Context: an optimization exercise on an open-source flow, tuned for small area, a short achievable clock period and few clock cycles. The choices shown serve that exercise and are no tape-out recipe.
The RTL was checked by simulation tests, not by an equivalence proof against the original design.

==> flow/design.v <==
module msb_pos(x, pos);
input [31:0] x;
output reg [4:0] pos;
integer i;
always @(*)
begin
	pos = 5'd0;
	for (i = 0; i < 32; i = i + 1)
		if (x[i]) pos = i;
end
endmodule
module div_align(rem, dvs, dvs_aligned, digits);
input [31:0] rem, dvs;
output [31:0] dvs_aligned;
output [3:0] digits;         
wire [4:0] msb_r, msb_d;
msb_pos pr(rem, msb_r);
msb_pos pd(dvs, msb_d);
wire [4:0] shift = (msb_r > msb_d) ? (msb_r - msb_d) : 5'd0;
assign dvs_aligned = dvs << {shift[4:1], 1'b0};
assign digits = shift[4:1];
endmodule
module div_step(rem, dvs, ge, rem_next);
input [31:0] rem, dvs;
output [2:0] ge;                     
wire [1:0] digit;
output [31:0] rem_next;
wire [33:0] b1 = {2'b00, dvs};
wire [33:0] b2 = {1'b0, dvs, 1'b0};
wire [34:0] d1 = {3'b000, rem} - {1'b0, b1};
wire [34:0] d2 = {3'b000, rem} - {1'b0, b2};
wire [34:0] ca = {3'b000, rem};
wire [34:0] cb = ~{1'b0, b1};
wire [34:0] cc = ~{1'b0, b2};
wire [34:0] cs_s = ca ^ cb ^ cc;
wire [34:0] cs_c = (ca & cb) | (ca & cc) | (cb & cc);
wire [35:0] d3w = {cs_s, 1'b1} + {cs_c[33:0], 1'b1, 1'b1};
wire [34:0] d3 = d3w[35:1];
wire ge1 = ~d1[34];
wire ge2 = ~d2[34];
wire ge3 = ~d3[34];
assign digit = ge3 ? 2'd3 : ge2 ? 2'd2 : ge1 ? 2'd1 : 2'd0;
assign ge = {ge3, ge2, ge1};
assign rem_next = ge3 ? d3[31:0] : ge2 ? d2[31:0] : ge1 ? d1[31:0] : rem;
endmodule
module acc_digit(acc, pos, ge1, ge2, ge3, acc_next);
input [31:0] acc;
input [3:0] pos;
input ge1, ge2, ge3;
output [31:0] acc_next;
wire [15:0] at = 16'd1 << pos;      
reg [15:0] above;                   
reg [15:0] run;                     
integer k;
always @(*)
begin
	above[0] = 1'b0;
	for (k = 1; k < 16; k = k + 1)
		above[k] = above[k-1] | at[k-1];
	run[0] = 1'b1;
	for (k = 1; k < 16; k = k + 1)
		run[k] = run[k-1] & (~above[k-1] | (acc[2*k-1] & acc[2*k-2]));
end
wire [1:0] pair = acc[2*pos +: 2];
wire cout = (ge1 & pair[1] & pair[0]) | (ge2 & pair[1]) | (ge3 & (pair[1] | pair[0]));
wire odd = ge1 & ~ge2 | ge3;
wire lo = pair[0] ? ~odd : odd;
wire hi_flip = ge2 ? ~(odd & pair[0]) : (odd & pair[0]);
wire hi = pair[1] ? ~hi_flip : hi_flip;
genvar g;
generate
	for (g = 0; g < 16; g = g + 1)
	begin : grp
		wire c = cout & run[g] & above[g];
		assign acc_next[2*g]   = at[g] ? lo : (c ? ~acc[2*g] : acc[2*g]);
		assign acc_next[2*g+1] = at[g] ? hi : ((c & acc[2*g]) ? ~acc[2*g+1] : acc[2*g+1]);
	end
endgenerate
endmodule
module Single_Reduction(sum,page_rank,out_deg,clk,reset,start,new_sum,done);
input [31:0] sum;
input [31:0] page_rank;
input [31:0] out_deg;
input clk;
input reset;
input start;
output reg [31:0] new_sum;
output reg [0:0] done;
localparam S_IDLE = 2'd0, S_ALIGN = 2'd1, S_ITER = 2'd2;
reg [1:0] state;
reg [31:0] rem;      
reg [31:0] dvs;      
reg [3:0] cnt;       
wire [31:0] dvs_aligned;
wire [3:0] digits;
wire [2:0] ge;
wire [31:0] rem_next;
wire [31:0] acc_next;
div_align al(rem, dvs, dvs_aligned, digits);
div_step st(rem, dvs, ge, rem_next);
acc_digit ac(new_sum, cnt, ge[0], ge[1], ge[2], acc_next);
always @(posedge clk, negedge reset)
begin
	if (!reset)
	begin
		state <= S_IDLE;
		done <= 1'b0;
	end
	else
	begin
		done <= 1'b0;
		case (state)
		S_IDLE: if (start) state <= S_ALIGN;
		S_ALIGN: state <= S_ITER;
		S_ITER: if (cnt == 4'd0)
		begin
			state <= S_IDLE;
			done <= 1'b1;
		end
		default: state <= S_IDLE;
		endcase
	end
end
always @(posedge clk)
begin
	case (state)
	S_IDLE:
	begin
		rem <= page_rank;
		dvs <= out_deg;
		new_sum <= sum;
	end
	S_ALIGN:
	begin
		dvs <= dvs_aligned;
		cnt <= digits;
	end
	default:
	begin
		rem <= rem_next;
		dvs <= {2'b00, dvs[31:2]};
		new_sum <= acc_next;
		cnt <= cnt - 4'd1;
	end
	endcase
end
endmodule
export LEC_CHECK = 0
export ABC_AREA = 1
export CAP_MARGIN = 20
export CORE_MARGIN = 2
export CORE_UTILIZATION = 40
export SLEW_MARGIN = 20
create_clock -name core_clock -period 15.0 [get_ports {clk}]
standard.sh (not shown) runs the stock make flow with config.mk's settings and CLKGATE_MAP_FILE= SYNTH_SCRIPT=/design/flow/synth_recipe.tcl, a recipe that flattens the netlist after the stock synthesis.
==> flow/flow/run.sh <==
#!/bin/bash
# Layout flow: the standard flow (standard.sh), with the standard synthesis unchanged, and two
# changes to the layout steps:
#  - the port buffers are sky130_fd_sc_hd__buf_2 (the default pick is a slow delay buffer);
#  - repair_timing works to a setup slack margin, so that it sizes and buffers the critical
#    paths although the 15 ns clock leaves them slack. The SDC and clock period are unchanged.
# Each step's full output goes to a log of its own here; ORFS keeps per-stage logs under orfs/logs.
set -uo pipefail
MARGIN=11
bash standard.sh synth > synth.log 2>&1 || exit 1
bash standard.sh BUFFER_PORTS_ARGS="-buffer_cell sky130_fd_sc_hd__buf_2" SETUP_SLACK_MARGIN=$MARGIN finish > layout.log 2>&1 || exit 1
The baseline ran to the end with no violations.
Testbench counts at the start, summed over its fixed seeds: cycles 12,771.
Change:
--- a/flow/flow/run.sh
+++ b/flow/flow/run.sh
@@ -8,3 +8,3 @@
 set -uo pipefail
-MARGIN=11
+MARGIN=10.4
 bash standard.sh synth > synth.log 2>&1 || exit 1
Routed wire length went down by 9.2%; worst setup slack degrades by 0.12 ns; critical path depth shrinks by 2; cell count went down by 4.2%.
Change:
--- a/flow/flow/run.sh
+++ b/flow/flow/run.sh
@@ -8,3 +8,3 @@
 set -uo pipefail
-MARGIN=10.4
+MARGIN=10
 bash standard.sh synth > synth.log 2>&1 || exit 1
CORE_UTILIZATION = 65   (was 40)
Via count rose by a few percent.
Core utilization rose by 27 points.
Clock skew hardly moves.
Non-clock buffer count shrinks by 32.
Critical path depth is lower by 9.
Change:
==> flow/flow/run.sh (replaced) <==
#!/bin/bash
# Layout flow: the standard flow (standard.sh), with the standard synthesis unchanged, and two
# changes to the layout steps:
#  - the port buffers are sky130_fd_sc_hd__buf_1 (the default pick is a slow delay buffer);
#  - repair_timing works to a setup slack margin, so that it sizes and buffers the critical
#    paths although the 15 ns clock leaves them slack. The SDC and clock period are unchanged.
# Each step's full output goes to a log of its own here; ORFS keeps per-stage logs under orfs/logs.
set -uo pipefail
MARGIN=10.6
bash standard.sh synth > synth.log 2>&1 || exit 1
bash standard.sh BUFFER_PORTS_ARGS="-buffer_cell sky130_fd_sc_hd__buf_1" SETUP_SLACK_MARGIN=$MARGIN finish > layout.log 2>&1 || exit 1
CORE_UTILIZATION = 40   (was 65)
Result: Die area is higher by about 60%. Maximum frequency is higher by about 5.6%. Flip-flop and latch count does not change. Clock skew is lower by 0.0048 ns. Via count is lower by 1.4%. Routed wire length is higher by about 10%.


## the previous run
// Single_Reduction: RTL as listed in full above, without the edits since
Settings: LEC_CHECK=0, ABC_AREA=1, CAP_MARGIN=20, CORE_MARGIN=2, CORE_UTILIZATION=40, SLEW_MARGIN=20; clock period 15.0 ns.
==> flow/flow/run.sh <==
#!/bin/bash
# Layout flow: the standard flow (standard.sh), with the standard synthesis unchanged, and two
# changes to the layout steps:
#  - the port buffers are sky130_fd_sc_hd__buf_1 (the default pick is a slow delay buffer);
#  - repair_timing works to a setup slack margin, so that it sizes and buffers the critical
#    paths although the 15 ns clock leaves them slack. The SDC and clock period are unchanged.
# Each step's full output goes to a log of its own here; ORFS keeps per-stage logs under orfs/logs.
set -uo pipefail
MARGIN=10.4
bash standard.sh synth > synth.log 2>&1 || exit 1
bash standard.sh BUFFER_PORTS_ARGS="-buffer_cell sky130_fd_sc_hd__buf_1" SETUP_SLACK_MARGIN=$MARGIN finish > layout.log 2>&1 || exit 1
Testbench counts of the previous run, summed over its fixed seeds: cycles 12,771.
Relative to the previous run, the following input files were edited for the current run:
# the previous run
export LEC_CHECK = 0
export ABC_AREA = 1
export CAP_MARGIN = 20
export CORE_MARGIN = 2
export CORE_UTILIZATION = 40
export SLEW_MARGIN = 20
create_clock -name core_clock -period 15.0 [get_ports {clk}]
# the current run
export LEC_CHECK = 0
export CAP_MARGIN = 20
export CORE_MARGIN = 2
export CORE_UTILIZATION = 40
export SLEW_MARGIN = 20
create_clock -name core_clock -period 15.0 [get_ports {clk}]
==> flow/flow/run.sh <==
#!/bin/bash
# Layout flow: the standard flow (standard.sh), with the standard synthesis unchanged, and two
# changes to the layout steps:
#  - the port buffers are sky130_fd_sc_hd__buf_2 (the default pick is a slow delay buffer);
#  - repair_timing works to a setup slack margin, so that it sizes and buffers the critical
#    paths although the 15 ns clock leaves them slack. The SDC and clock period are unchanged.
# Each step's full output goes to a log of its own here; ORFS keeps per-stage logs under orfs/logs.
set -uo pipefail
MARGIN=10
bash standard.sh synth > synth.log 2>&1 || exit 1
bash standard.sh BUFFER_PORTS_ARGS="-buffer_cell sky130_fd_sc_hd__buf_2" SETUP_SLACK_MARGIN=$MARGIN finish > layout.log 2>&1 || exit 1
==> comparison <==
The current run vs. the previous run: summed area of non-filler cells in the final layout grew by about 1%, standard cell core area grew by 1.0%.
Looking at count of clock-buffer cells in the layout, the current run sits 1 lower than the previous run does.
Summary of the current run over the previous run: total wire length rose 1100 µm, largest net degree at the start of global routing rose 5.


== the reference run ==
Single_Reduction, a different RTL version from the one above (not shown whole).
For scale: ~1700 cells after synthesis, about 130 flip-flops, ~130 I/O pins, roughly 0.014 sq mm of cells after synthesis.
make LEC_CHECK=0 ABC_CLOCK_PERIOD_IN_PS=3000 CAP_MARGIN=20 CORE_MARGIN=2 CORE_UTILIZATION=40 SLEW_MARGIN=20 finish   # period 15.0 ns
run.sh (not shown) runs the stock make flow with config.mk's settings and CLKGATE_MAP_FILE= SYNTH_SCRIPT=/design/flow/synth_recipe.tcl, a recipe that flattens the netlist after the stock synthesis.
Stock flow here: none of the scripts above is used.
Testbench counts of the reference run, summed over its fixed seeds: cycles 12,771.
Here is what was changed in the inputs of the trial run compared with the reference run.
- ABC_CLOCK_PERIOD_IN_PS: 3000 -> unset
Notes after the runs:
As far as proportion of cell area occupied by registers goes, the trial run and the reference run are indistinguishable; the numbers are identical.
Global-route usage over all layers came out exactly the same in the reference run and the trial run.
Compared with the reference run, in the trial run cell count along the critical path about even, total instance count after detailed placement roughly the same, hold path depth held.
The count of clock buffers in the final design on the reference run is in line with that on the trial run.
Re post-synthesis sequential area ratio: no difference whatsoever between the trial run and the reference run.
Comparing the trial run against the reference run, there is no change at all in H-tree depth.
Diff the reference run..the trial run | smallest setup slack after layout | unchanged
Status: maximum frequency parity (the reference run, the trial run)
Fill cell instance count of the final layout: the reference run vs the trial run identical

-- afterwards: timing with drivers on the ports --
The results above use ideal ports. As a check the final layouts listed here were re-extracted and re-timed, cells and wires unchanged.
Step 1 (the two cells are an assumption about what drives the block):
set clk [get_ports {clk}]
set_driving_cell -lib_cell sky130_fd_sc_hd__clkbuf_16 $clk
set_driving_cell -lib_cell sky130_fd_sc_hd__buf_2 [delete_from_list [all_inputs] $clk]
Step 2 moves the port delays by t, midway between the first and last clock arrival at a register: inputs arrive t later, outputs are due t later. That takes back most of the time a late clock gives input paths.
Three values: ideal ports, drivers, drivers and shift; two values: the first two.
| run | t (ns) | setup WS [ns] | worst hold slack (ns) | latest minus earliest clock arrival (ns) |
|---|---|---|---|---|
| the first run of note 1 | 0.442 | 10.624 / 10.624 / 10.624 | 0.540 / 0.540 / 0.540 | 0.017 / 0.018 |
| the second run of note 1 | 0.428 | 10.506 / 10.506 / 10.506 | 0.525 / 0.525 / 0.525 | 0.013 / 0.014 |
| the third run of note 1 | 0.416 | 10.239 / 10.239 / 10.239 | 0.514 / 0.514 / 0.514 | 0.015 / 0.015 |
| the fourth run of note 1 | 0.436 | 10.491 / 10.491 / 10.491 | 0.534 / 0.534 / 0.534 | 0.010 / 0.010 |
| the previous run | 0.433 | 10.519 / 10.519 / 10.519 | 0.529 / 0.529 / 0.529 | 0.014 / 0.014 |
| the current run | 0.442 | 10.244 / 10.244 / 10.244 | 0.552 / 0.552 / 0.552 | 0.014 / 0.014 |
| the reference run | 0.504 | 6.458 / 6.458 / 6.458 | 0.540 / 0.540 / 0.540 | 0.021 / 0.021 |
| the trial run | 0.504 | 6.458 / 6.458 / 6.458 | 0.540 / 0.540 / 0.540 | 0.021 / 0.021 |
After both steps every run listed still meets setup and hold.
